What follows belongs to an exercise in optimizing a design on an open flow for small area; a production flow would make more cautious choices.
The RTL was checked by simulation tests, not by an equivalence proof against the original design.
No activity file was given, so power comes from the tool's default toggle rates.

== nickel ==
## Triadic_ALU
module Triadic_ALU
#(
    parameter       WORD_WIDTH                      = 36,
    parameter       ADDR_WIDTH                      = 12,
    parameter       S_WRITE_ADDR                    = 3072,
    parameter       S_RAMSTYLE                      = "",
    parameter       S_READ_NEW_DATA                 = 0,
    parameter       THREAD_COUNT                    = 8,
    parameter       THREAD_COUNT_WIDTH              = 3,
    parameter       WRITE_RETIME_STAGES             = 3
)
(
    input   wire                                    clock,
    input   wire                                    IO_Ready,
    input   wire                                    Cancel,
    input   wire    [ADDR_WIDTH-1:0]                DB,          
    input   wire    [20-1:0]   control,     
    input   wire    [WORD_WIDTH-1:0]                A,           
    input   wire    [WORD_WIDTH-1:0]                B,           
    output  wire    [WORD_WIDTH-1:0]                Ra,          
    output  wire    [WORD_WIDTH-1:0]                Rb,          
    output  wire                                    carry_out,   
    output  wire                                    overflow     
);
Size in the first run: ~0.026 sq mm of cells after synthesis.
Settings: LEC_CHECK=0, CAP_MARGIN=20, CORE_MARGIN=2, CORE_UTILIZATION=40, GPL_TIMING_DRIVEN=0, SETUP_SLACK_MARGIN=0.1, SLEW_MARGIN=20; clock period 3.7 ns.
standard.sh (not shown) runs the stock make flow with config.mk's settings and CLKGATE_MAP_FILE= SYNTH_SCRIPT=/design/flow/synth_recipe.tcl, a recipe that flattens the netlist after the stock synthesis.
==> flow/flow/run.sh <==
#!/bin/bash
# The standard layout (standard.sh) with these changes:
#  - after the standard synthesis, the combinational cells are mapped again by
#    ABC for area (flip-flops, their names and the ports are kept as they are);
#  - input and output ports buffered with buf_1 instead of the default delay cell;
#  - clock tree synthesis without dummy loads and with larger sink clusters.
# Logs: make_synth.log, remap.log and make.log here; each ORFS step in orfs/logs.
set -euo pipefail
source flow/knobs.sh
R=orfs/results/sky130hd/Triadic_ALU/base
bash standard.sh synth > make_synth.log 2>&1
cp $R/1_2_yosys.v $R/1_2_yosys_standard.v
yosys -l remap.log -s flow/remap.ys > /dev/null 2>&1
mv $R/1_2_yosys_remap.v $R/1_2_yosys.v
rm -f $R/1_synth.odb $R/1_synth.sdc
bash standard.sh > make.log 2>&1
==> flow/flow/knobs.sh <==
export BUFFER_PORTS_ARGS="-buffer_cell sky130_fd_sc_hd__buf_1"
export CTS_ARGS="-sink_clustering_enable -repair_clock_nets -dont_use_dummy_load -sink_clustering_size 24 -sink_clustering_max_diameter 100"
Other scripts of this flow, unchanged in this note and not shown: flow/flow/remap.abc, flow/flow/remap.ys
> inputs changed (nickel -> tundra)
==> flow/flow/knobs.sh <==
export BUFFER_PORTS_ARGS="-buffer_cell sky130_fd_sc_hd__buf_1"
export CTS_ARGS="-sink_clustering_enable -repair_clock_nets -dont_use_dummy_load -sink_clustering_size 9 -sink_clustering_max_diameter 50 -buf_list sky130_fd_sc_hd__clkbuf_4"
export GLOBAL_PLACEMENT_ARGS="-keep_resize_below_overflow 0"
-- flow/config.mk --
<<< nickel, line 8
export CAP_MARGIN = 20
>>> tundra, line 8
export CAP_MARGIN = 0
<<< nickel, line 11
export GPL_TIMING_DRIVEN = 0
export SETUP_SLACK_MARGIN = 0.1
export SLEW_MARGIN = 20
>>> tundra, line 11
export PLACE_DENSITY = 0.8
export SETUP_SLACK_MARGIN = 0.02
export SLEW_MARGIN = 0
Results
Looking at final worst setup slack, tundra sits 0.0035 ns below nickel.
Delta (tundra minus nickel): final instance count without filler cells increased 36; hold slack decreased 0.16 ns.

========
Triadic_ALU again, from the RTL that the note above started with.
Settings: LEC_CHECK=0, CAP_MARGIN=0, CORE_MARGIN=2, CORE_UTILIZATION=40, SETUP_SLACK_MARGIN=0.05, SLEW_MARGIN=0; clock period 3.7 ns.
==> flow/flow/knobs.sh <==
export BUFFER_PORTS_ARGS="-buffer_cell sky130_fd_sc_hd__buf_1"
export CTS_ARGS="-sink_clustering_enable -repair_clock_nets -dont_use_dummy_load -sink_clustering_size 16 -sink_clustering_max_diameter 60 -buf_list sky130_fd_sc_hd__clkbuf_8"
export GLOBAL_PLACEMENT_ARGS="-keep_resize_below_overflow 0"
Scripts as last shown in full above: flow/flow/run.sh
Other scripts of this flow, unchanged in this note and not shown: flow/flow/remap.abc, flow/flow/remap.ys
The baseline produced a clean layout.
Change:
--- a/flow/flow/run.sh
+++ b/flow/flow/run.sh
@@ -3 +3,3 @@
-#  - after the standard synthesis, the combinational cells are mapped again by
+#  - synthesis with yosys's default (Brent-Kung) carry lookahead instead of
+#    ORFS's Kogge-Stone (SYNTH_OPERATIONS_ARGS set, so the extra map is dropped);
+#  - after the synthesis, the combinational cells are mapped again by
==> flow/flow/knobs.sh (replaced) <==
export BUFFER_PORTS_ARGS="-buffer_cell sky130_fd_sc_hd__buf_1"
export CTS_ARGS="-sink_clustering_enable -repair_clock_nets -dont_use_dummy_load -sink_clustering_size 9 -sink_clustering_max_diameter 50 -buf_list sky130_fd_sc_hd__clkbuf_4"
export GLOBAL_PLACEMENT_ARGS="-keep_resize_below_overflow 0"
export SYNTH_OPERATIONS_ARGS="-booth"
- PLACE_DENSITY: not set -> 0.8
The changed run completed without violations.
Area after synthesis came out lower slightly.
Fmax came out lower by a few percent.
Sequential power hardly moves.
Total power came out lower by a few percent.
Sequential share of layout area came out higher by 0.13 points.
Non-clock buffer count came out higher by 6.
Clock-buffer cell count came out higher by 39.
Setup slack got worse by 0.11 ns.
Change:
--- a/flow/flow/run.sh
+++ b/flow/flow/run.sh
@@ -3,4 +3,3 @@
-#  - synthesis with yosys's default (Brent-Kung) carry lookahead instead of
-#    ORFS's Kogge-Stone (SYNTH_OPERATIONS_ARGS set, so the extra map is dropped);
-#  - after the synthesis, the combinational cells are mapped again by
-#    ABC for area (flip-flops, their names and the ports are kept as they are);
+#  - after the standard synthesis, the combinational cells are mapped again by
+#    ABC for area (flow/remap.ys, flow/remap.abc); the flip-flops, their names
+#    and cell types, and the ports are kept as they are;
@@ -8 +7,3 @@
-#  - clock tree synthesis without dummy loads and with larger sink clusters.
+#  - clock tree synthesis with clkbuf_4 buffers and no dummy loads;
+#  - timing-driven global placement that does not keep its trial buffers.
+# The ORFS variables for these are in flow/knobs.sh; the rest is in config.mk.
--- a/flow/flow/knobs.sh
+++ b/flow/flow/knobs.sh
@@ -4 +3,0 @@
-export SYNTH_OPERATIONS_ARGS="-booth"
What happened: Hold slack loses 0.0079 ns. Routed wire length came out lower by 0.92%. Total power came out higher by 1.8%. Clock-buffer cell count came out lower by 1.

## what the ideal ports hide
The results above use ideal ports. As a check the final layouts listed here were re-extracted and re-timed, cells and wires unchanged. Step 1: set_driving_cell puts a clkbuf_16 on clock and a buf_2 on each other input, an assumption about the parent block. Step 2, shift: input delay + t, output delay - t, t = (earliest + latest rising clock arrival at the registers) / 2. This alone moves slack from input paths to output paths. a / b / c = ideal / step 1 / step 2; a / b = the first two.
run	t (ns)	setup slack, ns	cell pins on the clock port's net
nickel	0.630	0.163 / 0.148 / -0.482	1
tundra	0.896	0.159 / 0.165 / -0.731	1
the first run of note 2	0.694	0.200 / 0.187 / -0.507	1
the second run of note 2	0.898	0.085 / 0.086 / -0.812	1
the third run of note 2	0.881	0.214 / 0.191 / -0.690	1
With both steps, setup timing fails in every run listed, where it was met with ideal ports. The setup slack of the third run of note 2, which loses most, moves by -0.023 ns with the drivers and by -0.904 ns with both steps.
